From an optimization exercise on the open Yosys and OpenROAD flow, aimed at small area, a short achievable clock period and few clock cycles; shortcuts taken in it are not production practice. RTL that was checked went through simulation tests only; none was proved equivalent to the original. For runs 2 to 7, only the layout was checked, not whether the RTL still works. Power is estimated from default activity; no workload was simulated.

<file path="flow/config.mk">
export PLATFORM = sky130hd
export DESIGN_NAME = ME
export DESIGN_NICKNAME = ME
export VERILOG_FILES = /design/flow/design.v
export SDC_FILE = /design/flow/constraint.sdc
export NUM_CORES = 8
export LEC_CHECK = 0
export CAP_MARGIN = 20
export CORE_MARGIN = 2
export CORE_UTILIZATION = 40
export SLEW_MARGIN = 20
</file>
<file path="flow/run.sh">
#!/bin/bash
# synth_recipe.tcl (not shown) runs the flow's synth.tcl, then flattens the netlist and writes it again
# the make line also repeats each setting of config.mk as NAME=value (left out here)
make -C /OpenROAD-flow-scripts/flow DESIGN_CONFIG=/design/flow/config.mk WORK_HOME=/design/flow/orfs CLKGATE_MAP_FILE= SYNTH_SCRIPT=/design/flow/synth_recipe.tcl finish
</file>
<file path="flow/design.v">
module ME(
	clk,
	rst_n,
    block_valid,
	area_valid,
    in_data,
    out_valid,
    out_vector
);
input clk, rst_n, block_valid, area_valid;
input [7:0] in_data;
output logic out_valid;
output logic signed [2:0] out_vector;
logic [7:0] curr_block[0:15];
logic [11:0] sum_array[0:63];
logic out_cnt;
logic IsInvalid;
logic signed [2:0] min_x, min_y;
logic signed [2:0] min_x_t, min_y_t;
logic [11:0] min_num;
logic [3:0] in_cnt;
logic [5:0] abs_cnt;
assign min_x_t = (min_num > sum_array[27])? 2: min_x;
assign min_y_t = (min_num > sum_array[27])? -2: min_y;
assign out_vector = (rst_n && out_valid)? ((out_cnt)? min_y_t: min_x_t): 0;
logic [0:2] x_cnt, y_cnt;
always @(posedge clk) begin
    if(block_valid) begin
        min_num <= 12'b111111111111;
        x_cnt <= 0;
        y_cnt <= 0;
    end
    if(abs_cnt >= 28 && (abs_cnt - 28) % 8 < 5) begin
        if(x_cnt == 4) begin
            y_cnt <= y_cnt + 1;
            x_cnt <= 0;
        end
        else
            x_cnt <= x_cnt + 1;
        if(min_num > sum_array[27]) begin
            min_x <=  x_cnt - 2;
            min_y <=  2 - y_cnt;
            min_num <= sum_array[27];
        end
    end
end
always @(posedge clk, negedge rst_n) begin
    if(!rst_n) begin
        out_valid <= 0;
        IsInvalid <= 0;
        in_cnt <= 0; 
        abs_cnt <= 0;
    end
    else begin
        if(block_valid) begin
            curr_block[in_cnt] <= in_data;
            in_cnt <= in_cnt + 1;
            IsInvalid <= 1;
            sum_array[0] <= 0;
            sum_array[1] <= 0;
            sum_array[2] <= 0;
            sum_array[3] <= 0;
            sum_array[4] <= 0;
            sum_array[5] <= 0;
            sum_array[6] <= 0;
            sum_array[7] <= 0;
            sum_array[8] <= 0;
            sum_array[9] <= 0;
            sum_array[10] <= 0;
            sum_array[11] <= 0;
            sum_array[12] <= 0;
            sum_array[13] <= 0;
            sum_array[14] <= 0;
            sum_array[15] <= 0;
            sum_array[16] <= 0;
            sum_array[17] <= 0;
            sum_array[18] <= 0;
            sum_array[19] <= 0;
            sum_array[20] <= 0;
            sum_array[21] <= 0;
            sum_array[22] <= 0;
            sum_array[23] <= 0;
            sum_array[24] <= 0;
            sum_array[25] <= 0;
            sum_array[26] <= 0;
            sum_array[27] <= 0;
            sum_array[28] <= 0;
            sum_array[29] <= 0;
            sum_array[30] <= 0;
            sum_array[31] <= 0;
            sum_array[32] <= 0;
            sum_array[33] <= 0;
            sum_array[34] <= 0;
            sum_array[35] <= 0;
            sum_array[36] <= 0;
            sum_array[37] <= 0;
            sum_array[38] <= 0;
            sum_array[39] <= 0;
            sum_array[40] <= 0;
            sum_array[41] <= 0;
            sum_array[42] <= 0;
            sum_array[43] <= 0;
            sum_array[44] <= 0;
            sum_array[45] <= 0;
            sum_array[46] <= 0;
            sum_array[47] <= 0;
            sum_array[48] <= 0;
            sum_array[49] <= 0;
            sum_array[50] <= 0;
            sum_array[51] <= 0;
            sum_array[52] <= 0;
            sum_array[53] <= 0;
            sum_array[54] <= 0;
            sum_array[55] <= 0;
            sum_array[56] <= 0;
            sum_array[57] <= 0;
            sum_array[58] <= 0;
            sum_array[59] <= 0;
            sum_array[60] <= 0;
            sum_array[61] <= 0;
            sum_array[62] <= 0;
            sum_array[63] <= 0;
        end
        if(area_valid)begin
            abs_cnt <= abs_cnt + 1;
            sum_array[0] <= (in_data > curr_block[0])? in_data - curr_block[0]: curr_block[0] - in_data;
            sum_array[1] <= sum_array[0] + ((in_data > curr_block[1])? in_data - curr_block[1]: curr_block[1] - in_data);
            sum_array[2] <= sum_array[1] + ((in_data > curr_block[2])? in_data - curr_block[2]: curr_block[2] - in_data);
            sum_array[3] <= sum_array[2] + ((in_data > curr_block[3])? in_data - curr_block[3]: curr_block[3] - in_data);
            sum_array[4] <= sum_array[3];
            sum_array[5] <= sum_array[4];
            sum_array[6] <= sum_array[5];
            sum_array[7] <= sum_array[6];
            sum_array[8] <= sum_array[7] + ((in_data > curr_block[4])? in_data - curr_block[4]: curr_block[4] - in_data);
            sum_array[9] <= sum_array[8] + ((in_data > curr_block[5])? in_data - curr_block[5]: curr_block[5] - in_data);
            sum_array[10] <= sum_array[9] + ((in_data > curr_block[6])? in_data - curr_block[6]: curr_block[6] - in_data);
            sum_array[11] <= sum_array[10] + ((in_data > curr_block[7])? in_data - curr_block[7]: curr_block[7] - in_data);
            sum_array[12] <= sum_array[11];
            sum_array[13] <= sum_array[12];
            sum_array[14] <= sum_array[13];
            sum_array[15] <= sum_array[14];
            sum_array[16] <= sum_array[15] + ((in_data > curr_block[8])? in_data - curr_block[8]: curr_block[8] - in_data);
            sum_array[17] <= sum_array[16] + ((in_data > curr_block[9])? in_data - curr_block[9]: curr_block[9] - in_data);
            sum_array[18] <= sum_array[17] + ((in_data > curr_block[10])? in_data - curr_block[10]: curr_block[10] - in_data);
            sum_array[19] <= sum_array[18] + ((in_data > curr_block[11])? in_data - curr_block[11]: curr_block[11] - in_data);
            sum_array[20] <= sum_array[19];
            sum_array[21] <= sum_array[20];
            sum_array[22] <= sum_array[21];
            sum_array[23] <= sum_array[22];
            sum_array[24] <= sum_array[23] + ((in_data > curr_block[12])? in_data - curr_block[12]: curr_block[12] - in_data);
            sum_array[25] <= sum_array[24] + ((in_data > curr_block[13])? in_data - curr_block[13]: curr_block[13] - in_data);
            sum_array[26] <= sum_array[25] + ((in_data > curr_block[14])? in_data - curr_block[14]: curr_block[14] - in_data);
            sum_array[27] <= sum_array[26] + ((in_data > curr_block[15])? in_data - curr_block[15]: curr_block[15] - in_data);
            sum_array[28] <= sum_array[27];
            sum_array[29] <= sum_array[28];
            sum_array[30] <= sum_array[29];
            sum_array[31] <= sum_array[30];
            sum_array[32] <= sum_array[31];
            sum_array[33] <= sum_array[32];
            sum_array[34] <= sum_array[33];
            sum_array[35] <= sum_array[34];
            sum_array[36] <= sum_array[35];
            sum_array[37] <= sum_array[36];
            sum_array[38] <= sum_array[37];
            sum_array[39] <= sum_array[38];
            sum_array[40] <= sum_array[39];
            sum_array[41] <= sum_array[40];
            sum_array[42] <= sum_array[41];
            sum_array[43] <= sum_array[42];
            sum_array[44] <= sum_array[43];
            sum_array[45] <= sum_array[44];
            sum_array[46] <= sum_array[45];
            sum_array[47] <= sum_array[46];
            sum_array[48] <= sum_array[47];
            sum_array[49] <= sum_array[48];
            sum_array[50] <= sum_array[49];
            sum_array[51] <= sum_array[50];
            sum_array[52] <= sum_array[51];
            sum_array[53] <= sum_array[52];
            sum_array[54] <= sum_array[53];
            sum_array[55] <= sum_array[54];
            sum_array[56] <= sum_array[55];
            sum_array[57] <= sum_array[56];
            sum_array[58] <= sum_array[57];
            sum_array[59] <= sum_array[58];
            sum_array[60] <= sum_array[59];
            sum_array[61] <= sum_array[60];
            sum_array[62] <= sum_array[61];
            sum_array[63] <= sum_array[62];
        end
        if(IsInvalid && !area_valid && !block_valid) begin
            out_valid <= 1;
        end
        if(out_valid) begin
            out_cnt <= out_cnt + 1;
        end
        else begin
            out_cnt <= 0;
        end
        if(out_cnt == 1) begin
            out_valid <= 0;
            IsInvalid <= 0;
        end
    end
end
endmodule
</file>
<file path="flow/constraint.sdc">
create_clock -name core_clock -period 5.5 [get_ports {clk}]
set_input_delay 1.1000 -clock core_clock [delete_from_list [all_inputs] [get_ports {clk}]]
set_output_delay 1.1000 -clock core_clock [all_outputs]
set_load 0.01 [all_outputs]
</file>
==> reports/metrics.csv, run 1 <==
metric,value,unit
Max-Cap Viols,0,
"commonest cells after routing, fill and taps aside","edfxtp_1, ha_1, nor2_1",
Residual DRC,0,
DR vias/cell,5.22,
die width,301,µm
critical path arrival,5.26,ns
"reg-to-reg slack, setup",1.17,ns
Final ANT Viol Nets,0,
drt total wl,76800,µm
Clock Skews,0.0292,ns
die area,90600,µm²
core area,87200,µm²
synthesized area,35300,µm²
Reg area,14700,µm²
CTS root buf,clkbuf_16,
startpoint types,input port,
Worst Path Required,5.88,ns
syn_nets,3817,
routability congestion estimate,0.831,
crit path max fanout,13,
maximum vdd drop,0.218,mV
WHS,0.455,ns
power per cell area,335,nW/µm²
fillcell total,8142,
H-tree depth,2,
final hold violation count,0,
post-synth cell types,92,
Post-synth EDFFs,471,
CTS tree,done,
Cell Rows,108,
Detailed Place HPWL,53700,µm
top cell type's share of synthesized area,40.1,%
"Avg Cell Area, Syn",10.6,µm²
Max transition margin,30.9,%
final core occ,45.2,%
layout cells sized above 1,8.21,%
RSZ-0062 raised after global routing,false,
final setup fails,0,
area delta synth->final,11.7,%
Pre-antenna DRT Iters,5,
Synth Register Bits,498,
"CTS clk-pin slew, worst paths",0.06,ns
I/O pins,16,
die span in y,301,µm
measured slew at the worst slew-check pin,1.03,ns
GR Overflow Total,0,
WL/cell,16.6,µm
hold_sp,abs_cnt[5],
hold endpoint,abs_cnt[5],
# port buffers,15,
worst reg2reg path depth,14,
design area,39400,µm²
"Seq/Total Area, Yosys",41.8,%
largest net degree at the start of global routing,130,
insertion delay to the later sink of the worst-skew pair,0.64,ns
Hold Crit Class,reg2reg,
ranking of synthesized cells by area,"edfxtp_1, ha_1, and2_1, a21o_1, a21oi_1",
# nets final,3908,
area occupied by multi-input gates,19200,µm²
Yosys warnings,3,
number of post-CTS setup repair buffers,0,
"most common cell after layout, fill and taps aside",edfxtp_1,
TritonCTS Buffers,59,
Static Leak,16.9,nW
CTS max path bufs,3,
cells after synthesis,3317,
CTS Hold Bufs,0,
CTS sink cnt,498,
Placed Area,37500,µm²
reg2reg start,curr_block[13][2],
cell taking the most area after synthesis,edfxtp_1,
Post-CTS Resized,0,
slowest CP cell,a2111oi_0,
Worst setup EP type,register,
initial drt markers,1332,
Total Routing Usage GR,17.0,%
post-layout min period,4.87,ns
fin crit share,88.6,%
number of global-route vias before repair,23500,
Synth Flop Type,edfxtp_1,
wire length of the first global-routing pass,125000,µm
CP Cell Sequence,buf_2 -> clkinvlp_4 -> buf_12 -> buf_4 -> ha_1 -> nor2b_1 -> o21ai_0 -> o21ai_1 -> a21oi_4 -> mux2_2 -> ha_1 -> a21o_1 -> a21o_1 -> a2111oi_0 -> buf_4 -> o21a_1 -> a21oi_1 -> xor2_1 -> mux2i_1,
status,"complete, no violations",
WS Path Type,in2reg,
WHS Path Cells,1,
Tot Pwr,13.2,mW
Post-synth ARST share,2.41,%
FMAX,205,MHz
vias after detailed routing,24100,
Initial Util,40.5,%
"Slew Viols, Final",0,
Crit path largest cell delay,0.52,ns
worst r2r dst,sum_array[25][10],
initial antenna violation count,0,
-- per-stage QoR --
| stage | worst slack (ns) | std cells | setup TNS, ns |
|---|---|---|---|
| global placement | 0.0294 | 4502 | 0 |
| global route | 0.299 | 4614 | 0 |
| floorplan | -1.26 | 3317 | -418.52 |
| detailed placement | -0.0557 | 4502 | -0.0903 |
| finish | 0.626 | 4615 | 0 |
| CTS | 0.614 | 4614 | 0 |
-- synthesized netlist by cell type (all sizes together) (8+ instances only) --
cell type / n
a21oi: 219
nor3b: 14
dfrtp: 12
xnor2: 106
o21ai: 177
a211o: 13
nor3: 81
mux2i: 80
and2: 215
a21o: 146
o31ai: 12
dfxtp: 15
inv: 255
nand2: 90
a31o: 8
o21bai: 25
nand3: 22
nand2b: 38
buf: 28
mux2: 21
a211oi: 47
nor2: 259
or2: 10
fa: 47
and3: 16
nor2b: 40
edfxtp: 471
a31oi: 25
xor2: 85
ha: 441
nand4: 34
or3: 12
clkbuf: 61
o221ai: 10
o21a: 58
o211ai: 12
-- registers in the layout (all words and copies together), names as in the netlist, 3 cells and up --
register / count
sum_array: 333
min_num: 12
in_cnt: 4
min_y: 3
curr_block: 128
abs_cnt: 6
x_cnt: 3
min_x: 3
y_cnt: 3
-- kinds of logic after synthesis --
family,Yosys count,share of synthesized area (%)
multiplexers,101,2.99
flip-flops,498,41.8
XOR/XNOR,196,5.07
adder cells (fa/ha/maj),488,18.3
buffers and inverters,345,3.83
AND/OR/NAND/NOR,863,12.7
AO/OA/AOI/OAI,826,15.4
-- critical path: cells and delay by family --
kind                       cells  cell delay [ns]
and+or+nand+nor                1             0.14
muxes                          2             0.51
adders and majority gates      2             0.63
AOI/OAI and AO/OA              8             1.82
buffers and inverters          5             0.83
xor gates and xnor gates       1             0.20
-- report_power, final --
part / total (mW) / switching (mW) / internal, mW
Combinational: 4.35 / 2.42 / 1.93
Clock: 3.88 / 1.62 / 2.26
Sequential: 4.97 / 0.210 / 4.76
Total: 13.2 / 4.24 / 8.96
-- layout make-up --
| class | instances | area share (%) |
|---|---|---|
| antenna | 1 | 0.00635 |
| clock buffer | 72 | 3.97 |
| clock inverter | 40 | 0.911 |
| inverter | 256 | 2.45 |
| multi-input combinational | 2474 | 48.8 |
| sequential | 498 | 37.4 |
| tap | 1155 | 3.67 |
| timing repair buffer | 119 | 2.77 |
-- how the worst max path moves through the flow --
stage,endpoint,startpoint,slack [ns],cells after the start
floorplan,sum_array[0][0],area_valid,-1.26,4
global placement,sum_array[17][11],in_data[1],0.03,19
detailed placement,sum_array[17][11],in_data[1],-0.06,17
CTS,sum_array[17][11],in_data[1],0.61,17
global route,sum_array[18][11],in_data[5],0.30,19
finish,sum_array[2][11],in_data[1],0.63,19
-- routing by layer --
layer / up-vias / part of all wire (%) / routed length [µm] / global-route usage, %
met2: 371 / 46 / 35100 / 27.7
met3: 97 / 3.6 / 2740 / 2.05
met5: - / 0 / 0 / 0
met1: 11400 / 49 / 37300 / 23.9
li1: 12200 / - / - / -
met4: 0 / 2.2 / 1670 / 4.48
Testbench counts, summed over its fixed seeds: cycles 42,496.
==> run 2: changes to the inputs <==
==> flow/design.v (replaced) <==
module ME(
    input clk,
    input rst_n,
    input block_valid,
    input area_valid,
    input [7:0] in_data,
    output logic out_valid,
    output logic signed [2:0] out_vector
);
logic [7:0] blk [0:15];
always_ff @(posedge clk)
    if (block_valid) begin
        for (int k = 0; k < 15; k++) blk[k] <= blk[k+1];
        blk[15] <= in_data;
    end
logic [7:0] pix [0:24];
always_ff @(posedge clk) begin
    pix[0] <= in_data;
    for (int d = 1; d < 25; d++) pix[d] <= pix[d-1];
end
function automatic [7:0] absdiff(input [7:0] a, input [7:0] b);
    absdiff = (a > b) ? a - b : b - a;
endfunction
logic [9:0] col [0:3];
always_comb
    for (int j = 0; j < 4; j++)
        col[j] = {2'b0, absdiff(pix[24], blk[j])}    + {2'b0, absdiff(pix[16], blk[4+j])}
               + {2'b0, absdiff(pix[8],  blk[8+j])}  + {2'b0, absdiff(pix[0],  blk[12+j])};
logic [9:0]  colr [0:3];
logic [9:0]  h0;
logic [10:0] h1;
logic [11:0] h2;
always_ff @(posedge clk) begin
    for (int j = 0; j < 4; j++) colr[j] <= col[j];
    h0 <= colr[0];
    h1 <= {1'b0, h0} + {1'b0, colr[1]};
    h2 <= {1'b0, h1} + {2'b0, colr[2]};
end
wire [11:0] sad = h2 + {2'b0, colr[3]};
logic [5:0] idx0, idx1;
logic v0, v1;
always_ff @(posedge clk, negedge rst_n)
    if (!rst_n) begin
        v0 <= 1'b0;
        v1 <= 1'b0;
    end else begin
        v0 <= area_valid;
        v1 <= v0;
    end
always_ff @(posedge clk) begin
    idx0 <= block_valid ? 6'd0 : idx0 + {5'd0, v0};
    idx1 <= idx0;
end
wire win_ok = v1 && idx1[5:3] >= 3'd3 && idx1[2:0] >= 3'd3;
wire first  = idx1 == 6'd27;
wire better = first || sad < min_sad;
logic [11:0] min_sad;
logic signed [2:0] min_x, min_y;
wire [2:0] cur_x = idx1[2:0] - 3'd5;    
wire [2:0] cur_y = 3'd5 - idx1[5:3];    
always_ff @(posedge clk)
    if (win_ok && better) begin
        min_sad <= sad;
        min_x   <= cur_x;
        min_y   <= cur_y;
    end
wire last = v1 && idx1 == 6'd63;
logic second;
always_ff @(posedge clk, negedge rst_n)
    if (!rst_n) begin
        out_valid  <= 1'b0;
        second     <= 1'b0;
        out_vector <= 3'd0;
    end else begin
        second <= 1'b0;
        if (last) begin
            out_valid  <= 1'b1;
            out_vector <= better ? cur_x : min_x;
            second     <= 1'b1;
        end else if (second) begin
            out_vector <= min_y;
        end else begin
            out_valid  <= 1'b0;
            out_vector <= 3'd0;
        end
    end
endmodule
==> run 2 against run 1 <==
Effect of this change: synthesized cell count is 31% lower; non-clock buffer count is 72 lower; global-route usage up 1.5 points; sequential cell count fell by 60; worst setup slack got worse by 0.36 ns; fmax fell by 6.9%; clock power fell by 15%; sequential power decreased by 17%.
==> reports/metrics.csv, run 2 <==
metric,value,unit
status,"complete, no violations",
WL/cell,18.1,µm
maximum vdd drop,0.306,mV
Max transition margin,42.4,%
gr busiest metal,met2,
top cell type's share of synthesized area,22.8,%
Pre-antenna DRT Iters,7,
# nets final,2785,
Residual DRC,0,
largest registers,"pix x200, blk x128, colr x40",
CTS max path bufs,3,
GR Overflow Total,0,
Final ANT Viol Nets,0,
cells after synthesis,2277,
number of global-route vias before repair,16400,
die width,254,µm
Static Leak,13.0,nW
"Avg Cell Area, Syn",11.0,µm²
Placed Area,26300,µm²
DR vias/cell,5.04,
Yosys warnings,5,
synthesized area,25000,µm²
post-layout min period,5.24,ns
TritonCTS Buffers,48,
Initial Util,40.5,%
I/O pins,16,
CTS tree,done,
core area,61700,µm²
Reg area,10300,µm²
ranking of synthesized cells by area,"dfxtp_1, edfxtp_1, ha_1, fa_1, inv_1",
FMAX,191,MHz
CTS root buf,clkbuf_16,
cell with the most instances after synthesis,inv_1,
pre-CTS WS,0.325,ns
die area,64500,µm²
Tot Pwr,14.1,mW
commonest cells in the synthesized netlist,"inv_1, ha_1, dfxtp_1",
"Seq/Total Area, Yosys",41.1,%
die span in y,254,µm
Synth Flop Type,dfxtp_1,
Cell Rows,91,
"CTS clk-pin slew, worst paths",0.07,ns
# port buffers,15,
final hold violation count,0,
"commonest cells after routing, fill and taps aside","inv_1, ha_1, dfxtp_1",
cell taking the most area after synthesis,dfxtp_1,
number of antenna diodes,0,
power per cell area,504,nW/µm²
post-synth cell types,68,
Post-synth ARST share,1.60,%
Total Routing Usage GR,18.5,%
setup tns final,0,ns
GR Util met2,30.9,%
H-tree depth,2,
"Slew Viols, Final",0,
Biggest register,pix,
drt total wl,58200,µm
measured slew at the worst slew-check pin,0.859,ns
area occupied by multi-input gates,13100,µm²
CTS sink cnt,438,
"most common cell after layout, fill and taps aside",inv_1,
CTS Hold Bufs,0,
fillcell total,5708,
initial drt markers,1041,
setup slack after layout,0.265,ns
largest net degree at the start of global routing,73,
insertion delay to the later sink of the worst-skew pair,0.59,ns
Clock Skews,0.0360,ns
final setup fails,0,
fin crit share,95.2,%
wire length of the first global-routing pass,91600,µm
Worst setup EP type,register,
Synth Register Bits,438,
initial antenna violation count,0,
met1 usage,24.7,%
RSZ-0062 raised after global routing,false,
WHS,0.292,ns
Post-synth EDFFs,146,
area delta synth->final,11.7,%
Detailed Place HPWL,46800,µm
crit path max fanout,14,
WS Path Type,reg2reg,
Hold Crit Class,reg2reg,
layout cells sized above 1,8.51,%
Worst Path Required,5.95,ns
critical path arrival,5.69,ns
met3 GRT Util,2.62,%
Max-Cap Viols,0,
design area,27900,µm²
max reg flops,200,
startpoint types,register,
vias after detailed routing,16300,
routability congestion estimate,0.903,
syn_nets,2711,
==> run 2: path summary, 6_finish.rpt <==
kind,from,cells after the start,to,slack (ns)
hold / removal,pix[15][2],0,pix[16][2],0.29
setup / recovery,blk[1][4],20,colr[1][9],0.26
setup reg to reg,blk[1][4],20,colr[1][9],0.26
min in group asynchronous,rst_n,1,out_valid,0.79
hold reg to reg,pix[15][2],0,pix[16][2],0.29
max in group asynchronous,rst_n,1,out_vector[1],4.49
==> run 2: metrics by stage <==
stage,utilization [%],instances
floorplan,-,2277
global placement,42.5,3138
detailed placement,42.5,3138
CTS,45.2,3223
global route,45.2,3223
finish,45.2,3223
==> run 2: kinds of logic after synthesis <==
logic type / after synthesis / synth area share, %
buf+inv: 402 / 6.39
fa+ha+maj: 422 / 24.1
simple gates: 275 / 5.41
xor+xnor: 141 / 4.94
flops: 438 / 41.1
mux: 113 / 4.96
compound gates: 486 / 13.1
==> run 2: metal layers <==
| metal | vias to the layer above | routed length [µm] |
|---|---|---|
| met5 | - | 0 |
| met4 | 0 | 1470 |
| met3 | 86 | 2310 |
| met2 | 312 | 27400 |
| met1 | 7929 | 27000 |
| li1 | 7932 | - |
==> run 2: what timing repair did <==
item | 4_1_cts | 5_1_grt
setup buffers | 0 | 0
setup endpoints to repair | 0 | 3
gates resized for setup | 0 | 4
==> run 2: final cells by class <==
cell class | count | share of cell area, %
clock buffer | 65 | 5.28
clock inverter | 20 | 0.596
inverter | 379 | 5.10
multi-input combinational | 1437 | 47.1
sequential | 438 | 36.8
tap | 837 | 3.75
timing repair buffer | 47 | 1.40
==> run 2: worst max-delay path: stages (launching register included) <==
cell      delay, ns
edfxtp_1       0.38
inv_1          0.07
ha_1           0.39
nand4_1        0.19
nor3_1         0.42
a21o_2         0.34
mux2_2         0.37
nor3b_1        0.25
nor3_1         0.18
fa_1           0.56
inv_1          0.06
fa_1           0.53
inv_1          0.04
ha_1           0.33
a21o_1         0.18
a21oi_1        0.22
o21bai_1       0.10
a21oi_1        0.22
nor2b_1        0.07
o21ai_0        0.14
nand2b_1       0.07
==> run 2: power breakdown <==
part / total (mW) / internal, mW / switching (mW) / leakage (nW)
Clock: 3.28 / 1.94 / 1.34 / 0.802
Combinational: 6.65 / 2.89 / 3.75 / 8.27
Sequential: 4.14 / 3.94 / 0.200 / 3.91
==> run 3: changes to the inputs <==
--- a/flow/design.v
+++ b/flow/design.v
@@ -13,30 +13,24 @@
         for (int k = 0; k < 15; k++) blk[k] <= blk[k+1];
         blk[15] <= in_data;
     end
-logic [7:0] pix [0:24];
-always_ff @(posedge clk) begin
-    pix[0] <= in_data;
-    for (int d = 1; d < 25; d++) pix[d] <= pix[d-1];
-end
+logic [7:0] pix;
+always_ff @(posedge clk) pix <= in_data;
 function automatic [7:0] absdiff(input [7:0] a, input [7:0] b);
     absdiff = (a > b) ? a - b : b - a;
 endfunction
-logic [9:0] col [0:3];
-always_comb
-    for (int j = 0; j < 4; j++)
-        col[j] = {2'b0, absdiff(pix[24], blk[j])}    + {2'b0, absdiff(pix[16], blk[4+j])}
-               + {2'b0, absdiff(pix[8],  blk[8+j])}  + {2'b0, absdiff(pix[0],  blk[12+j])};
-logic [9:0]  colr [0:3];
-logic [9:0]  h0;
-logic [10:0] h1;
-logic [11:0] h2;
-always_ff @(posedge clk) begin
-    for (int j = 0; j < 4; j++) colr[j] <= col[j];
-    h0 <= colr[0];
-    h1 <= {1'b0, h0} + {1'b0, colr[1]};
-    h2 <= {1'b0, h1} + {2'b0, colr[2]};
-end
-wire [11:0] sad = h2 + {2'b0, colr[3]};
+function automatic [11:0] psmask(input integer s);
+    integer n;
+    n = (s / 8) * 4 + ((s % 8) < 3 ? (s % 8) : 3) + 1;    
+    psmask = n == 1 ? 12'h0ff : n == 2 ? 12'h1ff : n <= 4 ? 12'h3ff : n <= 8 ? 12'h7ff : 12'hfff;
+endfunction
+logic [11:0] ps [0:27];
+always_ff @(posedge clk)
+    for (int s = 0; s < 28; s++)
+        if (s % 8 < 4)
+            ps[s] <= ((s == 0 ? 12'd0 : ps[s-1]) + {4'd0, absdiff(pix, blk[(s/8)*4 + s%8])}) & psmask(s);
+        else
+            ps[s] <= ps[s-1];
+wire [11:0] sad = ps[27];
 logic [5:0] idx0, idx1;
 logic v0, v1;
 always_ff @(posedge clk, negedge rst_n)
@@ -53,9 +47,9 @@
 end
 wire win_ok = v1 && idx1[5:3] >= 3'd3 && idx1[2:0] >= 3'd3;
 wire first  = idx1 == 6'd27;
+logic [11:0] min_sad;
 wire better = first || sad < min_sad;
-logic [11:0] min_sad;
-logic signed [2:0] min_x, min_y;
+logic [2:0] min_x, min_y;
 wire [2:0] cur_x = idx1[2:0] - 3'd5;    
 wire [2:0] cur_y = 3'd5 - idx1[5:3];    
 always_ff @(posedge clk)
==> run 3 against run 2 <==
Effect of this change: still clean; clock power rose by 8.8%; count of clock-buffer cells in the layout grew 4; register-to-register slack improved by 0.63 ns; worst setup slack improved by 0.63 ns; via count grew 14%; fmax is 14% higher; first-iteration DRC count increased by 8.0%; synthesized cell count is 14% higher; cell count up 11%; total power increased by 5.1%; synthesized area is 9.2% higher; highest routed layer unchanged.
==> reports/metrics.csv, run 3 <==
metric,value,unit
insertion delay to the later sink of the worst-skew pair,0.62,ns
CTS Hold Bufs,0,
"Seq/Total Area, Yosys",40.9,%
Simple-Gate Fraction of Synth Area,8.26,%
worst reg2reg path depth,14,
Static Leak,13.7,nW
Placed Area,28500,µm²
Max transition margin,36.3,%
drt total wl,61100,µm
final hold violation count,0,
wire length of the first global-routing pass,98300,µm
Yosys warnings,3,
critical path arrival,5.08,ns
"Slew Viols, Final",0,
Synth Register Bits,482,
area occupied by multi-input gates,15000,µm²
vias after detailed routing,18500,
initial drt markers,1124,
max reg flops,309,
slowest CP cell,inv_1,
number of global-route vias before repair,18500,
Reg area,11100,µm²
power per cell area,488,nW/µm²
Hold Crit Class,reg2reg,
post-layout min period,4.60,ns
setup tns final,0,ns
Residual DRC,0,
Cell Rows,95,
crit path max fanout,16,
die span in y,265,µm
maximum vdd drop,0.359,mV
H-tree depth,2,
largest net degree at the start of global routing,55,
design area,30300,µm²
area share of fa/ha/maj cells after synthesis,20.8,%
Clock Skews,0.0252,ns
Worst Path Required,5.98,ns
CTS root buf,clkbuf_16,
cell-internal power,9.68,mW
startpoint types,register,
number of antenna diodes,0,
switch share,34.5,%
top cell type's share of synthesized area,24.2,%
Clock Power Share,24.1,%
I/O pins,16,
Reg power frac,37.9,%
"most used cell, CP",a21o_1,
die area,70300,µm²
core area,67300,µm²
fillcell total,6295,
routability congestion estimate,0.878,
Biggest register,ps,
die width,265,µm
cells after synthesis,2598,
CTS tree,done,
CTS sink cnt,482,
layout cells sized above 1,7.47,%
commonest cells in the synthesized netlist,"ha_1, dfxtp_1, inv_1",
Worst setup EP type,register,
fin crit share,83.7,%
largest registers,"ps x309, blk x128, min_sad x12",
Synth Area in Compound Gates,14.3,%
ranking of synthesized cells by area,"dfxtp_1, ha_1, edfxtp_1, xnor2_1, a21oi_1",
post-synthesis mux area share,4.45,%
TritonCTS Buffers,53,
# nets final,3099,
CTS max path bufs,3,
Initial Util,40.5,%
post-synth cell types,63,
Post-CTS Resized,0,
# port buffers,15,
WHS Path Cells,0,
final core occ,45.0,%
Pre-antenna DRT Iters,5,
syn_nets,3035,
Detailed Place HPWL,45800,µm
measured slew at the worst slew-check pin,0.955,ns
WL/cell,17.1,µm
M1 wire length,29900,µm
DR vias/cell,5.17,
Final ANT Viol Nets,0,
FMAX,217,MHz
"most common cell after layout, fill and taps aside",ha_1,
cell with the most instances after synthesis,ha_1,
Post-synth EDFFs,146,
met2 WL,27300,µm
Sw Pwr,5.11,mW
final setup fails,0,
"commonest cells after routing, fill and taps aside","ha_1, dfxtp_1, inv_1",
Synth Flop Type,dfxtp_1,
CP Cell Sequence,inv_1 -> ha_1 -> nand4_1 -> nor3_1 -> a21o_1 -> mux2_2 -> fa_1 -> a21o_1 -> a21oi_1 -> nor2b_1 -> o21ai_0 -> a211o_1 -> nor2_1 -> xor2_1,
number of post-CTS setup repair buffers,0,
RSZ-0062 raised after global routing,false,
Max-Cap Viols,0,
Post-Synth XOR/XNOR Area,7.26,%
Max Used Layer,met4,
Comb power frac,38.0,%
cell taking the most area after synthesis,dfxtp_1,
synthesized area,27300,µm²
Post-synth ARST share,1.45,%
initial antenna violation count,2,
Crit path largest cell delay,0.69,ns
status,"complete, no violations",
Total Routing Usage GR,17.4,%
WS Path Type,reg2reg,
area delta synth->final,11.1,%
routed wl met3,2190,µm
largest family of logic cells by synthesized area,adder cells,
"Avg Cell Area, Syn",10.5,µm²
GR Overflow Total,0,
"CTS clk-pin slew, worst paths",0.06,ns
-- run 3: cell count changes after synthesis, moves of 14 or more --
cell	before	now
o211ai_1	12	31
fa_1	99	47
mux2_2	44	66
ha_1	323	378
dfxtp_1	285	329
xnor2_1	100	148
nor2b_1	14	41
inv_1	379	251
a21oi_1	147	210
nand2_1	83	178
a21o_1	80	94
xor2_1	41	78
o21a_1	14	29
nor2_1	42	91
-- run 3: power groups by stage --
stage	combinational, mW	clock [mW]	sequential, mW
4_1_cts	5.65	3.67	5.64
3_5_place_dp	5.60	0	5.69
3_3_place_gp	5.49	0	5.69
6_report	5.61	3.57	5.60
5_1_grt	6.33	3.81	5.75
2_1_floorplan	4.46	0	5.44
-- run 3: stage by stage --
stage | setup slack, ns | hold slack, ns | total power, mW | cells
2_1_floorplan | 0.602 | 0.310 | 9.90 | 2598
3_3_place_gp | 0.941 | 0.312 | 11.2 | 3480
3_5_place_dp | 0.913 | 0.312 | 11.3 | 3480
4_1_cts | 0.848 | 0.326 | 15.0 | 3578
5_1_grt | 0.481 | 0.329 | 15.9 | 3578
6_report | 0.896 | 0.324 | 14.8 | 3578
-- run 3: critical path: cells and delay by family (launching register included) --
kind | cells | cell delay, ns
AO/OA/AOI/OAI | 5 | 1.29
flip-flops | 1 | 0.31
AND/OR/NAND/NOR | 4 | 0.76
multiplexers | 1 | 0.43
buffers and inverters | 1 | 0.69
adder cells (fa/ha/maj) | 2 | 0.82
XOR/XNOR | 1 | 0.15
-- run 3: logic make-up (layout without fill, tap and decap cells) --
group / count (synthesis) / count (layout)
mux: 113 / 113
simple gates: 476 / 476
xor+xnor: 226 / 226
fa+ha+maj: 425 / 425
buf+inv: 279 / 386
compound gates: 597 / 597
flops: 482 / 482
-- run 3: final cells by class --
class,instances,area share [%]
clock buffer,69,4.88
clock inverter,29,0.967
inverter,251,3.11
multi-input combinational,1837,49.5
sequential,482,36.8
tap,873,3.61
timing repair buffer,37,1.09
-- run 3: final timing paths --
check / slack [ns] / end / start
min in group asynchronous: 0.74 / v1 / rst_n
worst max-delay path: 0.90 / ps[10][10] / pix[4]
max in group asynchronous: 4.51 / out_vector[0] / rst_n
worst min register to register: 0.32 / ps[12][3] / ps[11][3]
worst min-delay path: 0.32 / ps[12][3] / ps[11][3]
worst max register to register: 0.90 / ps[10][10] / pix[4]
-- run 3: layer usage --
metal / vias up / GRT usage [%]
met3: 106 / 2.02
met1: 8806 / 24.3
met5: - / 0
met2: 343 / 28.3
li1: 9255 / -
met4: 0 / 5.66
==> run 4: changes to the inputs <==
--- a/flow/config.mk
+++ b/flow/config.mk
@@ -5,7 +5,10 @@
 export SDC_FILE = /design/flow/constraint.sdc
 export NUM_CORES = 8
 export LEC_CHECK = 0
+export ABC_CLOCK_PERIOD_IN_PS = 3000
 export CAP_MARGIN = 20
 export CORE_MARGIN = 2
 export CORE_UTILIZATION = 40
+export SETUP_SLACK_MARGIN = 2.5
 export SLEW_MARGIN = 20
+export TNS_END_PERCENT = 100
==> run 4 against run 3 <==
Effect of this change: total power rose by 22%; still clean on timing, DRC and antenna; synthesized cell count is the same; sequential power is 2% higher; critical endpoint is now ps[16][10]; synthesized area unchanged; count of clock-buffer cells in the layout fell by 6; largest power group unchanged.
==> reports/metrics.csv, run 4 <==
metric,value,unit
cells after synthesis,2598,
TritonCTS Buffers,52,
Pre-antenna DRT Iters,5,
"Slew Viols, Final",0,
Detailed Place HPWL,46200,µm
startpoint types,register,
synthesized area,27300,µm²
layout cells sized above 1,33.2,%
critical path arrival,4.31,ns
Simple-Gate Fraction of Synth Area,8.26,%
commonest cells in the synthesized netlist,"ha_1, dfxtp_1, inv_1",
Biggest register,ps,
Cell Rows,95,
# nets final,3388,
Synth Flop Type,dfxtp_1,
area share of fa/ha/maj cells after synthesis,20.8,%
post-synth cell types,63,
slowest CP cell,dfxtp_2,
GR Overflow Total,0,
insertion delay to the later sink of the worst-skew pair,0.60,ns
Reg area,11200,µm²
post-synthesis mux area share,4.45,%
power per cell area,491,nW/µm²
top cell type's share of synthesized area,24.2,%
final hold violation count,0,
core area,67300,µm²
Static Leak,15.9,nW
Clock Skews,0.0190,ns
die width,265,µm
CP Cell Sequence,clkinvlp_4 -> buf_12 -> buf_16 -> ha_4 -> nand4_1 -> a21o_1 -> a21o_4 -> mux2_4 -> o31ai_4 -> nand2b_1 -> xor2_2 -> ha_4 -> buf_6 -> nand2_2 -> a211o_1 -> nor2_2 -> xor2_1,
worst r2r dst,ps[16][10],
setup tns final,0,ns
crit path capture,ps[16][10],
# port buffers,15,
largest family of logic cells by synthesized area,adder cells,
status,"complete, no violations",
CTS root buf,clkbuf_16,
Tot Pwr,18.0,mW
Initial Util,40.5,%
initial drt markers,967,
fin crit share,68.8,%
number of global-route vias before repair,20200,
CTS max path bufs,3,
Post-synth ARST share,1.45,%
vias after detailed routing,20100,
max reg flops,309,
FMAX,264,MHz
H-tree depth,2,
"most used cell, CP",ha_4,
WL/cell,18.6,µm
"commonest cells after routing, fill and taps aside","dfxtp_1, ha_1, inv_1",
maximum vdd drop,0.428,mV
measured slew at the worst slew-check pin,0.832,ns
CTS tree,done,
"CTS clk-pin slew, worst paths",0.06,ns
WS Path Type,reg2reg,
DR vias/cell,5.21,
Worst Path Required,6.02,ns
Max-Cap Viols,0,
largest net degree at the start of global routing,59,
number of antenna diodes,0,
routability congestion estimate,0.828,
final setup fails,0,
"reg-to-reg slack, setup",1.72,ns
cell with the most instances after synthesis,ha_1,
ranking of synthesized cells by area,"dfxtp_1, ha_1, edfxtp_1, xnor2_1, a21oi_1",
Yosys warnings,3,
Post-synth EDFFs,146,
I/O pins,16,
wire length of the first global-routing pass,108000,µm
syn_nets,3035,
cell taking the most area after synthesis,dfxtp_1,
"most common cell after layout, fill and taps aside",dfxtp_1,
die area,70300,µm²
Post-Synth XOR/XNOR Area,7.26,%
CTS sink cnt,482,
initial antenna violation count,0,
Hold Crit Class,reg2reg,
largest registers,"ps x309, blk x128, min_sad x12",
Crit path largest cell delay,0.35,ns
RSZ-0062 raised after global routing,true,
"Avg Cell Area, Syn",10.5,µm²
worst reg2reg path depth,17,
crit path max fanout,5,
reg2reg start,pix[5],
"Seq/Total Area, Yosys",40.9,%
Residual DRC,0,
die span in y,265,µm
fillcell total,5671,
Synth Area in Compound Gates,14.3,%
Max transition margin,44.2,%
area delta synth->final,34.5,%
Total Routing Usage GR,19.3,%
CP startpoint,pix[5],
drt total wl,71800,µm
Worst setup EP type,register,
post-layout min period,3.78,ns
Final ANT Viol Nets,0,
Synth Register Bits,482,
area occupied by multi-input gates,18700,µm²
## run 4: cell counts after synthesis
No cell type changed its count.
## run 4: area by class of cell
| type | count | share of cell area (%) |
|---|---|---|
| Tap cell | 873 | 2.98 |
| Clock inverter | 32 | 0.778 |
| Clock buffer | 63 | 3.92 |
| Inverter | 251 | 2.67 |
| Timing Repair Buffer | 323 | 8.32 |
| Multi-Input combinational cell | 1841 | 50.9 |
| Sequential cell | 482 | 30.4 |
## run 4: cell families after synthesis
kind of cell    after synthesis
compound gates              597
xor+xnor                    226
fa+ha+maj                   425
buf+inv                     279
flops                       482
mux                         113
simple gates                476
## run 4: critical path: cells and delay by family (launching register included)
family	cells	cell delay [ns]
xor gates and xnor gates	2	0.37
muxes	1	0.31
and+or+nand+nor	4	0.48
AOI/OAI and AO/OA	4	1.03
adders and majority gates	2	0.60
buffers and inverters	4	0.55
DFF	1	0.35
## run 4: per-stage QoR
stage / setup WS, ns / utilization (%) / cell area, µm² / hold slack, ns / std cells
floorplan: 0.969 / - / 27900 / 0.310 / 2598
global placement: 1.00 / 43.2 / 29000 / 0.310 / 3475
detailed placement: 0.939 / 43.2 / 29000 / 0.312 / 3475
CTS: 1.75 / 50.5 / 34000 / 0.324 / 3749
global route: 1.60 / 54.5 / 36700 / 0.323 / 3865
finish: 1.72 / 54.5 / 36700 / 0.324 / 3865
## run 4: where the power goes
| part | internal (mW) | switching, mW |
|---|---|---|
| logic | 4.59 | 4.16 |
| registers | 5.02 | 0.694 |
| clock network | 2.02 | 1.51 |
| total | 11.6 | 6.37 |
## run 4: worst min-delay path by stage
stage | startpoint | end | cells past startpoint
3_3_place_gp | ps[13][2] | ps[14][2] | 0
4_1_cts | ps[13][1] | ps[14][1] | 0
2_1_floorplan | ps[11][0] | ps[12][0] | 0
5_1_grt | ps[13][1] | ps[14][1] | 0
3_5_place_dp | ps[3][8] | ps[4][8] | 0
6_report | ps[13][10] | ps[14][10] | 0
## run 4: layer usage
layer  up-vias  part of all wire (%)  GRT usage (%)  routed length [µm]
met5         -                     0              0                   0
met1      9840                    44           24.8               31700
met4         0                   3.3           7.09                2400
li1       9841                     -              -                   -
met2       325                    50           33.5               35600
met3       143                   2.8           2.26                2030
## run 4: timing repair
action / in CTS / in global routing
hold buffers: 0 / 0
pin swaps: 133 / 297
endpoints found under the setup margin: 161 / 132
buffers inserted: 173 / 115
cloned: 6 / 1
resized for setup: 352 / 356
==> run 5: changes to the inputs <==
--- a/flow/design.v
+++ b/flow/design.v
@@ -15,9 +15,15 @@
     end
 logic [7:0] pix;
 always_ff @(posedge clk) pix <= in_data;
-function automatic [7:0] absdiff(input [7:0] a, input [7:0] b);
-    absdiff = (a > b) ? a - b : b - a;
-endfunction
+logic [7:0] adv [0:15];
+logic       adc [0:15];
+always_ff @(posedge clk)
+    for (int k = 0; k < 16; k++) begin
+        logic [8:0] e;
+        e = {1'b0, pix} + {1'b0, ~blk[k]};
+        adv[k] <= e[7:0] ^ {8{~e[8]}};
+        adc[k] <= e[8];
+    end
 function automatic [11:0] psmask(input integer s);
     integer n;
     n = (s / 8) * 4 + ((s % 8) < 3 ? (s % 8) : 3) + 1;    
@@ -27,38 +33,42 @@
 always_ff @(posedge clk)
     for (int s = 0; s < 28; s++)
         if (s % 8 < 4)
-            ps[s] <= ((s == 0 ? 12'd0 : ps[s-1]) + {4'd0, absdiff(pix, blk[(s/8)*4 + s%8])}) & psmask(s);
+            ps[s] <= ((s == 0 ? 12'd0 : ps[s-1]) + {4'd0, adv[(s/8)*4 + s%8]}
+                      + {11'd0, adc[(s/8)*4 + s%8]}) & psmask(s);
         else
             ps[s] <= ps[s-1];
 wire [11:0] sad = ps[27];
-logic [5:0] idx0, idx1;
-logic v0, v1;
+logic [5:0] idx0, idx1, idx2;
+logic v0, v1, v2;
 always_ff @(posedge clk, negedge rst_n)
     if (!rst_n) begin
         v0 <= 1'b0;
         v1 <= 1'b0;
+        v2 <= 1'b0;
     end else begin
         v0 <= area_valid;
         v1 <= v0;
+        v2 <= v1;
     end
 always_ff @(posedge clk) begin
     idx0 <= block_valid ? 6'd0 : idx0 + {5'd0, v0};
     idx1 <= idx0;
+    idx2 <= idx1;
 end
-wire win_ok = v1 && idx1[5:3] >= 3'd3 && idx1[2:0] >= 3'd3;
-wire first  = idx1 == 6'd27;
+wire win_ok = v2 && idx2[5:3] >= 3'd3 && idx2[2:0] >= 3'd3;
+wire first  = idx2 == 6'd27;
 logic [11:0] min_sad;
 wire better = first || sad < min_sad;
 logic [2:0] min_x, min_y;
-wire [2:0] cur_x = idx1[2:0] - 3'd5;    
-wire [2:0] cur_y = 3'd5 - idx1[5:3];    
+wire [2:0] cur_x = idx2[2:0] - 3'd5;    
+wire [2:0] cur_y = 3'd5 - idx2[5:3];    
 always_ff @(posedge clk)
     if (win_ok && better) begin
         min_sad <= sad;
         min_x   <= cur_x;
         min_y   <= cur_y;
     end
-wire last = v1 && idx1 == 6'd63;
+wire last = v2 && idx2 == 6'd63;
 logic second;
 always_ff @(posedge clk, negedge rst_n)
     if (!rst_n) begin
==> flow/config.mk (replaced) <==
export PLATFORM = sky130hd
export DESIGN_NAME = ME
export DESIGN_NICKNAME = ME
export VERILOG_FILES = /design/flow/design.v
export SDC_FILE = /design/flow/constraint.sdc
export NUM_CORES = 8
export LEC_CHECK = 0
export ABC_CLOCK_PERIOD_IN_PS = 2500
export CAP_MARGIN = 20
export CORE_MARGIN = 2
export CORE_UTILIZATION = 40
export SETUP_SLACK_MARGIN = 3.0
export SLEW_MARGIN = 20
export TNS_END_PERCENT = 100
==> run 5 against run 4 <==
Effect of this change: highest routed layer unchanged; combinational power down 33%; synthesized cell count down 6.3%; critical path type unchanged; critical endpoint is now adv[8][7]; global-route usage down 4.4 points; largest power group is now sequential cells.
==> reports/metrics.csv, run 5 <==
metric,value,unit
Max transition margin,33.7,%
routability congestion estimate,0.799,
cells after synthesis,2435,
wire length of the first global-routing pass,86000,µm
fillcell total,6189,
syn_nets,2745,
H-tree depth,3,
"most common cell after layout, fill and taps aside",dfxtp_1,
maximum vdd drop,0.229,mV
initial antenna violation count,0,
TritonCTS Buffers,68,
synthesized area,27700,µm²
die width,267,µm
layout cells sized above 1,9.21,%
measured slew at the worst slew-check pin,0.994,ns
Final ANT Viol Nets,0,
number of antenna diodes,0,
area delta synth->final,14.5,%
largest net degree at the start of global routing,75,
"Seq/Total Area, Yosys",51.1,%
core area,68600,µm²
Non-Filler Instances,3526,
CP startpoint,pix[0],
Max-Cap Viols,0,
"Avg Cell Area, Syn",11.4,µm²
final setup fails,0,
reg2reg start,pix[0],
final core occ,46.3,%
post-layout min period,2.47,ns
die area,71400,µm²
dpl cells,3387,
critical path arrival,2.97,ns
Synth Flop Type,dfxtp_1,
Cell Rows,96,
CTS tree,done,
Post-synth EDFFs,146,
Biggest register,ps,
final hold violation count,0,
CTS max path bufs,3,
FMAX,404,MHz
vias after detailed routing,16800,
insertion delay to the later sink of the worst-skew pair,0.60,ns
Detailed Place HPWL,36500,µm
startpoint types,register,
Hold Crit Class,reg2reg,
initial drt markers,716,
# nets final,2851,
post-synth cell types,57,
cell with the most instances after synthesis,dfxtp_1,
I/O pins,16,
ranking of synthesized cells by area,"dfxtp_1, edfxtp_1, ha_1, xnor2_1, inv_1",
hold_sp,ps[13][0],
setup tns final,0,ns
Crit path largest cell delay,0.38,ns
Worst setup EP type,register,
Synth Register Bits,633,
"reg-to-reg slack, setup",3.03,ns
RSZ-0062 raised after global routing,true,
# port buffers,15,
largest registers,"ps x309, adv x128, blk x128",
GR Overflow Total,0,
Reg area,14200,µm²
Total Routing Usage GR,14.9,%
WL/cell,14.7,µm
power per cell area,556,nW/µm²
CTS sink cnt,633,
Clock Skews,0.0252,ns
CP Cell Sequence,buf_6 -> ha_1 -> fa_2 -> a211o_1 -> nand2_1 -> a21oi_1 -> a211o_1 -> mux2_2 -> o311ai_1,
Residual DRC,0,
fin crit share,45.0,%
DR vias/cell,4.77,
Static Leak,13.6,nW
Yosys warnings,5,
number of global-route vias before repair,17500,
max reg flops,309,
cell taking the most area after synthesis,dfxtp_1,
Worst Path Required,6.00,ns
"CTS clk-pin slew, worst paths",0.06,ns
Post-synth ARST share,1.26,%
crit path max fanout,8,
"commonest cells after routing, fill and taps aside","dfxtp_1, inv_1, ha_1",
area occupied by multi-input gates,12700,µm²
Initial Util,40.4,%
commonest cells in the synthesized netlist,"dfxtp_1, inv_1, ha_1",
CTS root buf,clkbuf_16,
Tot Pwr,17.6,mW
die span in y,267,µm
slowest CP cell,fa_2,
"most used cell, CP",a211o_1,
top cell type's share of synthesized area,34.6,%
"Slew Viols, Final",0,
WS Path Type,reg2reg,
Pre-antenna DRT Iters,5,
status,"complete, no violations",
drt total wl,51700,µm
## run 5: cell types whose count changed after synthesis, sizes merged, moves of 31 or more
cell and delta:
inv +36, a21oi -73, ha -126, o21ai +55, nand2 -100, mux2 -51
xnor2 +83, o21a +31, mux2i -44, dfxtp +150, a21o -43
## run 5: worst paths after layout
path,cells past startpoint,to
min in group asynchronous,1,v1
worst max-delay path,9,adv[8][7]
max in group asynchronous,1,v2
worst min register to register,0,ps[14][0]
worst max register to register,9,adv[8][7]
worst min-delay path,0,ps[14][0]
## run 5: timing repair
action / 4_1_cts / 5_1_grt
gates resized for setup: 14 / 36
pin swaps: 1 / 13
buffers inserted: 8 / 7
hold buffers: 0 / 0
setup endpoints to repair: 166 / 34
## run 5: metrics by stage
stage | area [µm²] | setup WS (ns) | hold WS, ns
6_report | 31700 | 3.03 | 0.318
5_1_grt | 31700 | 2.95 | 0.328
4_1_cts | 31500 | 2.96 | 0.313
3_5_place_dp | 29100 | 2.59 | 0.312
3_3_place_gp | 29100 | 2.64 | 0.311
2_1_floorplan | 27700 | 3.03 | 0.310
## run 5: final cells by class
cell class,count,share of cell area [%]
sequential,633,44.7
multi-input combinational,1515,39.9
clock buffer,93,6.24
tap,931,3.67
inverter,287,3.39
clock inverter,31,1.08
timing repair buffer,36,1.04
## run 5: where the power goes
group	switching [mW]	internal [mW]	total, mW
sequential	0.681	6.43	7.11
clock	1.82	2.82	4.64
combinational	3.07	2.81	5.88
total	5.58	12.1	17.6
## run 5: worst max-delay path: cells and delay by family (launching register included)
family	cells	cell delay, ns
adder cells (fa/ha/maj)	2	0.63
buffers and inverters	1	0.16
flip-flops	1	0.36
multiplexers	1	0.26
AO/OA/AOI/OAI	4	0.90
AND/OR/NAND/NOR	1	0.07
## run 5: logic make-up (layout without fill, tap and decap cells)
group	Yosys count	in the layout	share of synthesized area (%)
flip-flops	633	633	51.1
AO/OA/AOI/OAI	547	547	13.0
XOR/XNOR	328	328	10.4
AND/OR/NAND/NOR	324	324	6.10
adder cells (fa/ha/maj)	298	298	14.7
buffers and inverters	287	447	3.89
multiplexers	18	18	0.813
## run 5: routing by layer
layer | up-vias | global-route usage (%) | routed length (µm)
met5 | - | 0 | 0
met4 | 0 | 5.56 | 1640
met3 | 112 | 2.88 | 1590
met2 | 236 | 24.9 | 24000
met1 | 7891 | 19.2 | 24500
li1 | 8586 | - | -
==> run 6: changes to the inputs <==
==> flow/config.mk (replaced) <==
export PLATFORM = sky130hd
export DESIGN_NAME = ME
export DESIGN_NICKNAME = ME
export VERILOG_FILES = /design/flow/design.v
export SDC_FILE = /design/flow/constraint.sdc
export NUM_CORES = 8
export LEC_CHECK = 0
export ABC_CLOCK_PERIOD_IN_PS = 3000
export CAP_MARGIN = 20
export CORE_MARGIN = 2
export CORE_UTILIZATION = 40
export SETUP_SLACK_MARGIN = 2.5
export SLEW_MARGIN = 20
export TNS_END_PERCENT = 100
==> run 6 against run 5 <==
Effect of this change: still clean; via count decreased by 0.40%; die area unchanged; worst hold slack better by 0.00052 ns; routed wire length shrank 1.3%; clock power about the same; worst setup slack lost 0.27 ns; register-to-register slack lost 0.27 ns; first-iteration DRC count up 9.5%; sequential power is essentially flat; critical path type unchanged.
==> reports/metrics.csv, run 6 <==
metric,value,unit
status,"complete, no violations",
Max-Cap Viols,0,
startpoint types,register,
CTS sink cnt,633,
I/O pins,16,
Post-synth ARST share,1.26,%
Hold Crit Class,reg2reg,
CTS root buf,clkbuf_16,
cell taking the most area after synthesis,dfxtp_1,
Clock Skews,0.0186,ns
fin crit share,50.0,%
number of antenna diodes,0,
Non-Filler Instances,3510,
"commonest cells after routing, fill and taps aside","dfxtp_1, inv_1, ha_1",
largest net degree at the start of global routing,63,
WS Path Type,reg2reg,
GR Overflow Total,0,
post-synth cell types,57,
final setup fails,0,
syn_nets,2745,
final hold violation count,0,
cell with the most instances after synthesis,dfxtp_1,
vias after detailed routing,16800,
final core occ,45.8,%
"Seq/Total Area, Yosys",51.1,%
cells after synthesis,2435,
Reg power frac,40.6,%
"most common cell after layout, fill and taps aside",dfxtp_1,
"CTS clk-pin slew, worst paths",0.06,ns
area delta synth->final,13.4,%
Synth Register Bits,633,
drt total wl,51000,µm
RSZ-0062 raised after global routing,false,
switch share,31.6,%
CTS tree,done,
Sw Pwr,5.55,mW
insertion delay to the later sink of the worst-skew pair,0.60,ns
Total Routing Usage GR,14.7,%
top cell type's share of synthesized area,34.6,%
Placed Area,29100,µm²
Synth Flop Type,dfxtp_1,
Final ANT Viol Nets,0,
setup tns final,0,ns
design area,31400,µm²
routability congestion estimate,0.792,
crit path max fanout,16,
measured slew at the worst slew-check pin,1.10,ns
WL/cell,14.5,µm
CTS max path bufs,3,
Yosys warnings,5,
ranking of synthesized cells by area,"dfxtp_1, edfxtp_1, ha_1, xnor2_1, inv_1",
dpl cells,3388,
maximum vdd drop,0.217,mV
cell-internal power,12.0,mW
Biggest register,ps,
post-layout min period,2.75,ns
wire length of the first global-routing pass,84500,µm
# port buffers,15,
Initial Util,40.4,%
Pre-antenna DRT Iters,5,
Detailed Place HPWL,36800,µm
power per cell area,559,nW/µm²
initial drt markers,784,
die span in y,267,µm
Worst setup EP type,register,
Post-synth EDFFs,146,
# nets final,2837,
FMAX,364,MHz
synthesized area,27700,µm²
Worst Path Required,5.99,ns
Clock Power Share,26.4,%
core area,68600,µm²
layout cells sized above 1,7.41,%
TritonCTS Buffers,68,
die width,267,µm
"Slew Viols, Final",0,
initial antenna violation count,0,
DR vias/cell,4.77,
H-tree depth,3,
Max transition margin,26.7,%
number of global-route vias before repair,17100,
largest registers,"ps x309, adv x128, blk x128",
critical path arrival,3.24,ns
Cell Rows,96,
max reg flops,309,
commonest cells in the synthesized netlist,"dfxtp_1, inv_1, ha_1",
die area,71400,µm²
Static Leak,13.5,nW
"Avg Cell Area, Syn",11.4,µm²
Comb power frac,33.0,%
Residual DRC,0,
## run 6: area by class of cell
cell class / count / area, µm²
flip-flops and latches: 633 / 14200
clock inverters: 23 / 228
clock buffers: 99 / 2110
fillers: 6215 / 37200
repair buffers: 22 / 200
well taps: 931 / 1160
multi-input cells: 1515 / 12500
inverters: 287 / 1080
## run 6: layer usage
layer  vias up  GRT usage [%]  wire [µm]
li1       8561              -          -
met1      7863           19.2      24200
met2       223           24.4      23500
met3       111           2.71       1700
met4         0           5.18       1540
met5         -              0          0
## run 6: worst max-delay path, cell delays in order, from the launching register on
cell and delay [ns]:
dfxtp_1 1.05, ha_1 0.42, o21a_1 0.21, nand2_1 0.07, a21oi_1 0.09, a211o_1 0.28, mux2_2 0.26, o311ai_1 0.25
## run 6: what timing repair did
item | 4_1_cts | 5_1_grt
gates resized for setup | 1 | 1
buffers inserted | 0 | 0
gates cloned | 0 | 0
hold buffers | 0 | 0
setup endpoints to repair | 8 | 6
## run 6: worst paths after layout
check / start / to / slack (ns) / depth (start not counted)
worst min-delay path: ps[20][0] / ps[21][0] / 0.32 / 0
min in group asynchronous: rst_n / v2 / 0.79 / 1
worst max-delay path: pix[3] / adv[5][7] / 2.75 / 7
max in group asynchronous: rst_n / out_vector[2] / 4.45 / 1
worst max register to register: pix[3] / adv[5][7] / 2.75 / 7
worst min register to register: ps[20][0] / ps[21][0] / 0.32 / 0
## run 6: logic make-up (layout without fill, tap and decap cells)
kind of cell               count (synthesis)  after routing  synth area share, %
AOI/OAI and AO/OA                        547            547                 13.0
muxes                                     18             18                0.813
and+or+nand+nor                          324            324                 6.10
buffers and inverters                    287            431                 3.89
adders and majority gates                298            298                 14.7
xor gates and xnor gates                 328            328                 10.4
DFF                                      633            633                 51.1
## run 6: power by group through the flow
stage / clock [mW] / combinational [mW] / sequential, mW
after CTS: 4.78 / 5.87 / 7.17
final: 4.64 / 5.80 / 7.13
after global placement: 0 / 5.69 / 7.24
after global routing: 4.97 / 6.60 / 7.30
after floorplan: 0 / 4.72 / 6.94
after detailed placement: 0 / 5.80 / 7.24
## run 6: stage by stage
stage | setup WS (ns) | total power, mW | hold WS [ns]
2_1_floorplan | 2.62 | 11.7 | 0.310
3_3_place_gp | 2.62 | 12.9 | 0.313
3_5_place_dp | 2.48 | 13.0 | 0.312
4_1_cts | 2.63 | 17.8 | 0.320
5_1_grt | 2.54 | 18.9 | 0.324
6_report | 2.75 | 17.6 | 0.318
==> run 7: changes to the inputs <==
==> flow/config.mk (replaced) <==
export PLATFORM = sky130hd
export DESIGN_NAME = ME
export DESIGN_NICKNAME = ME
export VERILOG_FILES = /design/flow/design.v
export SDC_FILE = /design/flow/constraint.sdc
export NUM_CORES = 8
export LEC_CHECK = 0
export ABC_CLOCK_PERIOD_IN_PS = 2000
export CAP_MARGIN = 20
export CORE_MARGIN = 2
export CORE_UTILIZATION = 40
export SETUP_SLACK_MARGIN = 3.5
export SLEW_MARGIN = 20
export TNS_END_PERCENT = 100
==> run 7 against run 6 <==
Effect of this change: utilization up 4.3 points; highest routed layer unchanged; largest cell class unchanged; sequential power hardly changed; clock skew down 0.0014 ns; cell count grew 3.7%; sequential cell count is the same; register-to-register slack better by 0.32 ns; worst hold slack gained 0.0032 ns; synthesized area is the same.
==> reports/metrics.csv, run 7 <==
metric,value,unit
die span in y,267,µm
Worst setup EP type,register,
TritonCTS Buffers,68,
largest registers,"ps x309, adv x128, blk x128",
post-layout min period,2.42,ns
number of global-route vias before repair,17900,
dpl cells,3383,
Max-Cap Viols,0,
setup tns final,0,ns
DR vias/cell,4.78,
GR Overflow Total,0,
largest family of logic cells by synthesized area,adder cells,
cell with the most instances after synthesis,dfxtp_1,
core area,68600,µm²
Total Routing Usage GR,15.5,%
Static Leak,14.8,nW
Final ANT Viol Nets,0,
commonest cells in the synthesized netlist,"dfxtp_1, inv_1, ha_1",
die width,267,µm
Synth Area in Compound Gates,13.0,%
max reg flops,309,
"CTS clk-pin slew, worst paths",0.06,ns
Hold Crit Class,reg2reg,
critical path arrival,2.91,ns
"most common cell after layout, fill and taps aside",dfxtp_1,
Post-synth EDFFs,146,
Simple-Gate Fraction of Synth Area,6.10,%
worst reg2reg path depth,9,
maximum vdd drop,0.326,mV
"Avg Cell Area, Syn",11.4,µm²
initial antenna violation count,0,
"commonest cells after routing, fill and taps aside","dfxtp_1, inv_1, ha_1",
WS Path Type,reg2reg,
cell taking the most area after synthesis,dfxtp_1,
startpoint types,register,
WL/cell,15.1,µm
I/O pins,16,
area share of fa/ha/maj cells after synthesis,14.7,%
measured slew at the worst slew-check pin,0.834,ns
final setup fails,0,
Post-synth ARST share,1.26,%
WHS Path Cells,0,
insertion delay to the later sink of the worst-skew pair,0.59,ns
Clock Skews,0.0172,ns
CTS root buf,clkbuf_16,
CTS sink cnt,633,
cells after synthesis,2435,
Residual DRC,0,
wire length of the first global-routing pass,88600,µm
ranking of synthesized cells by area,"dfxtp_1, edfxtp_1, ha_1, xnor2_1, inv_1",
synthesized area,27700,µm²
area delta synth->final,24.0,%
post-synthesis mux area share,0.813,%
"Slew Viols, Final",0,
RSZ-0062 raised after global routing,true,
"Seq/Total Area, Yosys",51.1,%
Synth Flop Type,dfxtp_1,
Initial Util,40.4,%
routability congestion estimate,0.777,
drt total wl,55000,µm
Non-Filler Instances,3641,
vias after detailed routing,17400,
Synth Register Bits,633,
power per cell area,556,nW/µm²
syn_nets,2745,
Max transition margin,43.7,%
Yosys warnings,5,
Pre-antenna DRT Iters,5,
Cell Rows,96,
die area,71400,µm²
H-tree depth,3,
pre-CTS WS,2.76,ns
# nets final,2967,
Detailed Place HPWL,36400,µm
number of antenna diodes,0,
fin crit share,44.1,%
CTS max path bufs,3,
Worst Path Required,5.98,ns
Post-Synth XOR/XNOR Area,10.4,%
setup slack after layout,3.08,ns
post-synth cell types,57,
layout cells sized above 1,23.0,%
Biggest register,ps,
top cell type's share of synthesized area,34.6,%
FMAX,412,MHz
CTS tree,done,
final hold violation count,0,
crit path max fanout,7,
largest net degree at the start of global routing,59,
# port buffers,15,
initial drt markers,636,
status,"complete, no violations",
==> run 7: cell types whose count changed in the layout (fill, tap and decap cells not counted), moves of 43 or more <==
cell	before	now
xnor2_2	0	68
fa_1	46	3
xnor2_1	231	156
inv_2	0	44
buf_4	8	103
inv_1	287	242
fa_2	0	43
==> run 7: cell type report <==
type | instances | area, µm²
fill | 5943 | 34200
sequential | 633 | 14200
multi-input combinational | 1515 | 14000
clock buffer | 91 | 1990
timing repair buffer | 152 | 1440
tap | 931 | 1160
inverter | 287 | 1080
clock inverter | 32 | 440
==> run 7: path summary, 6_finish.rpt <==
| kind | slack [ns] | from | to |
|---|---|---|---|
| min reg2reg | 0.32 | ps[19][9] | ps[20][9] |
| min in group asynchronous | 0.79 | rst_n | second |
| min | 0.32 | ps[19][9] | ps[20][9] |
| max in group asynchronous | 4.45 | rst_n | v2 |
| max | 3.08 | pix[0] | adv[3][7] |
| max reg2reg | 3.08 | pix[0] | adv[3][7] |
==> run 7: timing repair <==
action	CTS	global route
endpoints found under the setup margin	248	284
cloned	0	1
gates resized for setup	196	143
hold buffers	0	0
buffers inserted	87	47
pin swaps	199	164
==> run 7: worst max-delay path: stages (launching register included) <==
cell and delay [ns]:
dfxtp_4 0.37, buf_12 0.16, ha_4 0.17, fa_2 0.35, a211o_1 0.33, nand2_1 0.09
a21oi_2 0.07, a211o_1 0.23, mux2_4 0.28, o311ai_4 0.26
==> run 7: per-stage QoR <==
step                instance area (µm²)  power, mW  util [%]  hold slack [ns]
floorplan                         27900       11.7         -            0.310
global route                      34400       20.5      50.1            0.325
detailed placement                29200       13.1      42.5            0.312
global placement                  29200       13.0      42.5            0.311
CTS                               33300       18.8      48.5            0.323
finish                            34400       19.1      50.1            0.322
==> run 7: cells by family after synthesis <==
family	count (synthesis)
xor+xnor	328
simple gates	324
compound gates	547
buf+inv	287
fa+ha+maj	298
flops	633
mux	18
==> run 7: routing by layer <==
metal  routed length [µm]  vias up  GRT usage, %
li1                     -     8810             -
met1                24800     8307          19.3
met2                27000      193          27.0
met5                    0        -             0
met4                 1550        0          5.15
met3                 1590      106          2.66
==> run 7: where the power goes <==
| part | switching (mW) | total [mW] | internal (mW) |
|---|---|---|---|
| clock | 1.84 | 4.86 | 3.02 |
| sequential | 0.719 | 7.15 | 6.43 |
| combinational | 3.53 | 7.10 | 3.57 |
| total | 6.09 | 19.1 | 13.0 |

[afterwards: timing with drivers on the ports]
The flow's constraints put no driver on any port. The routed layouts listed below were extracted and timed again, unchanged, in two steps. Step 1 (the two cells are an assumption about what drives the block):
set clk [get_ports {clk}]
set_driving_cell -lib_cell sky130_fd_sc_hd__clkbuf_16 $clk
set_driving_cell -lib_cell sky130_fd_sc_hd__buf_2 [delete_from_list [all_inputs] $clk]
Step 2 times the ports against the registers' clock, not the clock port: input delays grow and output delays shrink by t, the midpoint of the rising clock arrivals with the driver on. Slacks: no drivers / after step 1 / after step 2; pairs: no drivers / after step 1.
run | t, ns | setup slack, ns | worst setup path after step 2 | worst register clock-pin slew, ns | cell pins on the clock port's net
run 1 | 0.693 | 0.626 / 0.673 / -0.020 | input to register | 0.06 / 0.06 | 1
run 2 | 0.633 | 0.265 / 0.265 / 0.265 | register to register | 0.07 / 0.07 | 1
run 3 | 0.667 | 0.896 / 0.896 / 0.896 | register to register | 0.07 / 0.07 | 1
run 4 | 0.651 | 1.717 / 1.717 / 1.717 | register to register | 0.07 / 0.07 | 1
run 5 | 0.646 | 3.026 / 3.026 / 2.590 | input to register | 0.06 / 0.06 | 1
run 6 | 0.643 | 2.752 / 2.752 / 2.752 | register to register | 0.06 / 0.06 | 1
run 7 | 0.639 | 3.075 / 3.075 / 3.025 | input to register | 0.07 / 0.07 | 1
Met with ideal ports but missed after step 2: setup timing in run 1. The setup slack of run 1, which loses most, moves by +0.047 ns with the drivers and by -0.646 ns with both steps.
